Source: an optimization exercise on an open RTL-to-GDS flow (aim: small area, a short achievable clock period and few clock cycles). Production flows keep margins and buffers that such runs may drop.

==> inputs of job 1581 <==
==> flow/design.v <==
module rca #(parameter W = 6) (
    input  wire [W-1:0] a,
    input  wire [W-1:0] b,
    input  wire         ci,
    output wire [W-1:0] s,
    output wire         co
);
    wire [W:0] c;
    assign c[0] = ci;
    genvar i;
    generate for (i = 0; i < W; i = i + 1) begin : g
        assign s[i]   = a[i] ^ b[i] ^ c[i];
        assign c[i+1] = (a[i] & b[i]) | (c[i] & (a[i] ^ b[i]));
    end endgenerate
    assign co = c[W];
endmodule
module accum (
    input  wire [11:0] acc,
    input  wire        pend,
    input  wire        clr,
    input  wire [11:0] op,
    input  wire        neg,
    output wire [11:0] nxt,
    output wire        npend
);
    wire [11:0] a = acc & {12{~clr}};
    wire [11:0] b = op ^ {12{neg}};
    wire        unused;
    rca #(6) lo (.a(a[5:0]),  .b(b[5:0]),  .ci(neg),          .s(nxt[5:0]),  .co(npend));
    rca #(6) hi (.a(a[11:6]), .b(b[11:6]), .ci(pend & ~clr),  .s(nxt[11:6]), .co(unused));
endmodule
module resolve (
    input  wire [11:0] acc,
    input  wire        pend,
    output wire [11:0] v
);
    assign v = {acc[11:6] + {5'b0, pend}, acc[5:0]};
endmodule
function [11:0] f181;
    input [12:0] x;
    reg [19:0] p;
    begin
        p = ({7'b0, x} << 7) + ({7'b0, x} << 5) + ({7'b0, x} << 4) + ({7'b0, x} << 2) + {7'b0, x}
            + (x[12] ? 20'h96000 : 20'h0);
        f181 = p[19:8];
    end
endfunction
module tw_bfly (
    input  wire signed [11:0] ur, ui, vr, vi,
    input  wire               m,
    output wire [11:0]        ar, ai, br, bi
);
    wire signed [12:0] S = vr + vi;
    wire signed [12:0] D = vi - vr;
    wire [11:0] F1 = f181(S);
    wire [11:0] F2 = f181(D);
    wire nzS = m & (|S[7:0]);
    wire nzD = m & (|D[7:0]);
    assign ar = ur + F1 + nzS;
    assign br = ur + ~F1 + !nzS;
    assign ai = ui + F2 + nzD;
    assign bi = ui + ~F2 + !nzD;
endmodule
module fft8_top #(
parameter N= 8,
parameter WIDTH= 12,
parameter FRACTION = 8
)(
input  wire clk,
input  wire rst,
input  wire start,
input  wire load,
input  wire [$clog2(N)-1:0] load_addr,
input  wire signed [WIDTH-1:0] data_in_re,
input  wire signed [WIDTH-1:0] data_in_im,
input  wire [$clog2(N)-1:0] out_addr,
output reg  done,
output reg  signed [WIDTH-1:0] data_out_re,
output reg  signed [WIDTH-1:0] data_out_im
);
reg fresh;    
reg ph1;      
always @(posedge clk or posedge rst) begin
    if (rst) begin
        done  <= 1'b0;
        ph1   <= 1'b0;
        fresh <= 1'b1;
    end else begin
        ph1  <= start;
        done <= ph1;
        if (start) fresh <= 1'b1;
        else if (load) fresh <= 1'b0;
    end
end
wire [2:0]  e   = load_addr;
wire        clr = load & fresh;
wire [11:0] xr  = data_in_re & {12{load}};
wire [11:0] xi  = data_in_im & {12{load}};
wire [11:0] ar_ = e[2] ? xi : xr, ai_ = e[2] ? xr : xi;
wire [11:0] br_ = e[1] ? xi : xr, bi_ = e[1] ? xr : xi;
wire [11:0] blr = br_ & {12{~e[2]}}, bli = bi_ & {12{~e[2]}};
wire [11:0] bhr = br_ & {12{e[2]}},  bhi = bi_ & {12{e[2]}};
wire n4   = load & e[2];
wire n2r  = load & e[1];                    
wire n2i  = load & (e[2] ^ e[1]);
wire n6r  = load & (e[2] ^ e[1]);           
wire n6i  = load & e[1];
wire nc1r = load & e[0];
wire nc1i = load & (e[1] ^ e[0]);
wire nc3r = load & (e[1] ^ e[0]);
wire nc3i = load & e[0];
reg [11:0] q0r, q0i, q2r, q2i, q4r, q4i, q6r, q6i;
reg [11:0] uar, uai, var_, vai, ucr, uci, vcr, vci;
reg [15:0] pend;    
wire [11:0] n0r, n0i, n2r_, n2i_, n4r, n4i, n6r_, n6i_;
wire [11:0] nuar, nuai, nvar, nvai, nucr, nuci, nvcr, nvci;
wire [15:0] npend;
accum A0r (.acc(q0r), .pend(pend[0]),  .clr(clr), .op(xr),  .neg(1'b0), .nxt(n0r),  .npend(npend[0]));
accum A0i (.acc(q0i), .pend(pend[1]),  .clr(clr), .op(xi),  .neg(1'b0), .nxt(n0i),  .npend(npend[1]));
accum A4r (.acc(q4r), .pend(pend[2]),  .clr(clr), .op(xr),  .neg(n4),   .nxt(n4r),  .npend(npend[2]));
accum A4i (.acc(q4i), .pend(pend[3]),  .clr(clr), .op(xi),  .neg(n4),   .nxt(n4i),  .npend(npend[3]));
accum A2r (.acc(q2r), .pend(pend[4]),  .clr(clr), .op(ar_), .neg(n2r),  .nxt(n2r_), .npend(npend[4]));
accum A2i (.acc(q2i), .pend(pend[5]),  .clr(clr), .op(ai_), .neg(n2i),  .nxt(n2i_), .npend(npend[5]));
accum A6r (.acc(q6r), .pend(pend[6]),  .clr(clr), .op(ar_), .neg(n6r),  .nxt(n6r_), .npend(npend[6]));
accum A6i (.acc(q6i), .pend(pend[7]),  .clr(clr), .op(ai_), .neg(n6i),  .nxt(n6i_), .npend(npend[7]));
accum Aur (.acc(uar), .pend(pend[8]),  .clr(clr), .op(blr), .neg(nc1r), .nxt(nuar), .npend(npend[8]));
accum Aui (.acc(uai), .pend(pend[9]),  .clr(clr), .op(bli), .neg(nc1i), .nxt(nuai), .npend(npend[9]));
accum Avr (.acc(var_),.pend(pend[10]), .clr(clr), .op(bhr), .neg(nc1r), .nxt(nvar), .npend(npend[10]));
accum Avi (.acc(vai), .pend(pend[11]), .clr(clr), .op(bhi), .neg(nc1i), .nxt(nvai), .npend(npend[11]));
accum Acr (.acc(ucr), .pend(pend[12]), .clr(clr), .op(blr), .neg(nc3r), .nxt(nucr), .npend(npend[12]));
accum Aci (.acc(uci), .pend(pend[13]), .clr(clr), .op(bli), .neg(nc3i), .nxt(nuci), .npend(npend[13]));
accum Adr (.acc(vcr), .pend(pend[14]), .clr(clr), .op(bhr), .neg(nc3r), .nxt(nvcr), .npend(npend[14]));
accum Adi (.acc(vci), .pend(pend[15]), .clr(clr), .op(bhi), .neg(nc3i), .nxt(nvci), .npend(npend[15]));
wire [11:0] rur, rui, rvr, rvi;
resolve Rur (.acc(uar),  .pend(pend[8]),  .v(rur));
resolve Rui (.acc(uai),  .pend(pend[9]),  .v(rui));
resolve Rvr (.acc(var_), .pend(pend[10]), .v(rvr));
resolve Rvi (.acc(vai),  .pend(pend[11]), .v(rvi));
wire [11:0] tar, tai, tbr, tbi;
tw_bfly tw (.ur(rur), .ui(rui), .vr(rvr), .vi(rvi), .m(ph1),
            .ar(tar), .ai(tai), .br(tbr), .bi(tbi));
always @(posedge clk) begin
    pend <= npend;
    q0r <= n0r;  q0i <= n0i;
    q2r <= n2r_; q2i <= n2i_;
    q4r <= n4r;  q4i <= n4i;
    q6r <= n6r_; q6i <= n6i_;
    if (start) begin
        ucr <= tar;  uci <= tai;
        vcr <= tbr;  vci <= tbi;
        uar <= nuci; uai <= nucr;
        var_ <= nvci; vai <= nvcr;
    end else if (ph1) begin
        uar <= tbi;  uai <= tbr;
        var_ <= tai; vai <= tar;
        ucr <= nucr; uci <= nuci;
        vcr <= nvcr; vci <= nvci;
    end else begin
        uar <= nuar; uai <= nuai;
        var_ <= nvar; vai <= nvai;
        ucr <= nucr; uci <= nuci;
        vcr <= nvcr; vci <= nvci;
    end
end
always @(*) begin
    case (out_addr)
        3'd0: begin data_out_re = q0r;  data_out_im = q0i; end
        3'd1: begin data_out_re = ucr;  data_out_im = uci; end
        3'd2: begin data_out_re = q2r;  data_out_im = q2i; end
        3'd3: begin data_out_re = uar;  data_out_im = uai; end
        3'd4: begin data_out_re = q4r;  data_out_im = q4i; end
        3'd5: begin data_out_re = vcr;  data_out_im = vci; end
        3'd6: begin data_out_re = q6r;  data_out_im = q6i; end
        default: begin data_out_re = var_; data_out_im = vai; end
    endcase
end
endmodule
==> flow/flow/run.sh <==
#!/bin/bash
# Standard layout (the standard.sh: standard synthesis, floorplan, place,
# CTS, route, finish), with the timing repair asked to leave 7.5 ns of setup
# slack at the design's clock period.  The constraints are unchanged.
set -euo pipefail
bash standard.sh SETUP_SLACK_MARGIN=7.5 finish > standard_flow.log 2>&1
==> flow/standard.sh <==
#!/bin/bash
# synth_recipe.tcl (not shown) runs the flow's synth.tcl, then flattens the netlist and writes it again
# the make line also repeats each setting of config.mk as NAME=value (left out here)
make -C /OpenROAD-flow-scripts/flow DESIGN_CONFIG=/design/flow/config.mk WORK_HOME=/design/flow/orfs CLKGATE_MAP_FILE= SYNTH_SCRIPT=/design/flow/synth_recipe.tcl "${@:-finish}"
==> flow/config.mk <==
export PLATFORM = sky130hd
export DESIGN_NAME = fft8_top
export DESIGN_NICKNAME = fft8_top
export VERILOG_FILES = /design/flow/design.v
export SDC_FILE = /design/flow/constraint.sdc
export NUM_CORES = 4
export LEC_CHECK = 0
export CAP_MARGIN = 20
export CORE_MARGIN = 2
export CORE_UTILIZATION = 40
export SLEW_MARGIN = 20
==> flow/constraint.sdc <==
create_clock -name core_clock -period 15.0 [get_ports {clk}]
set_input_delay 3.0000 -clock core_clock [delete_from_list [all_inputs] [get_ports {clk}]]
set_output_delay 3.0000 -clock core_clock [all_outputs]
set_load 0.01 [all_outputs]
==> job 3317 (differences from job 1581) <==
==> flow/flow/run.sh (replaced) <==
#!/bin/bash
# Standard layout (the standard.sh: standard synthesis, floorplan, place,
# CTS, route, finish), with the timing repair asked to leave 6.5 ns of setup
# slack at the design's clock period.  The constraints are unchanged.
set -euo pipefail
bash standard.sh SETUP_SLACK_MARGIN=6.5 finish > standard_flow.log 2>&1
==> job 4893 (differences from job 1581) <==
==> flow/run.sh (new file) <==
#!/bin/bash
# synth_recipe.tcl (not shown) runs the flow's synth.tcl, then flattens the netlist and writes it again
# the make line also repeats each setting of config.mk as NAME=value (left out here)
make -C /OpenROAD-flow-scripts/flow DESIGN_CONFIG=/design/flow/config.mk WORK_HOME=/design/flow/orfs CLKGATE_MAP_FILE= SYNTH_SCRIPT=/design/flow/synth_recipe.tcl finish
removed: flow/flow/run.sh
removed: flow/standard.sh
==> summary of the runs <==
The highest routed wire length belongs to job 1581, the lowest to job 4893. Job 4893 completed with no timing, DRC or antenna violations. Job 1581 completed with no timing, DRC or antenna violations. Job 3317 produced a clean layout. The highest global-route usage belongs to job 1581, the lowest to job 4893. Between job 1581 and job 4893, the lower register-to-register slack is in job 4893 (gap 0.57 ns). First-iteration DRC count: job 4893 > job 3317 > job 1581. Utilization, highest first: job 1581, job 3317, job 4893. The lowest worst setup slack belongs to job 4893, the highest to job 1581. In die area, job 1581 and job 4893 do not differ. Synthesized area is the same in job 4893 and job 1581. Against job 3317, the non-clock buffer count of job 1581 is higher by 41.
No functional check of the RTL was part of any run of this note.

-- re-timing with driven ports --
The results above use ideal ports. As a check the final layouts listed here were re-extracted and re-timed, cells and wires unchanged. Step 1: set_driving_cell puts a clkbuf_16 on clk and a buf_2 on each other input, an assumption about the parent block. Step 2, shift: input delay + t, output delay - t, t = (earliest + latest rising clock arrival at the registers) / 2. This alone moves slack from input paths to output paths. Slacks: ideal / step 1 / step 2; pairs: ideal / step 1.
run	shift t [ns]	slack for setup (ns)	worst setup path after step 2	latest minus earliest clock arrival (ns)
job 1581	0.591	7.487 / 7.386 / 7.248	input to register	0.012 / 0.012
job 3317	0.590	6.623 / 6.598 / 6.598	input to output	0.020 / 0.020
job 4893	0.589	6.129 / 6.107 / 6.107	input to output	0.022 / 0.023
After both steps setup and hold are still met in every run listed. The setup slack of job 1581, which loses most, moves by -0.101 ns with the drivers and by -0.239 ns with both steps.
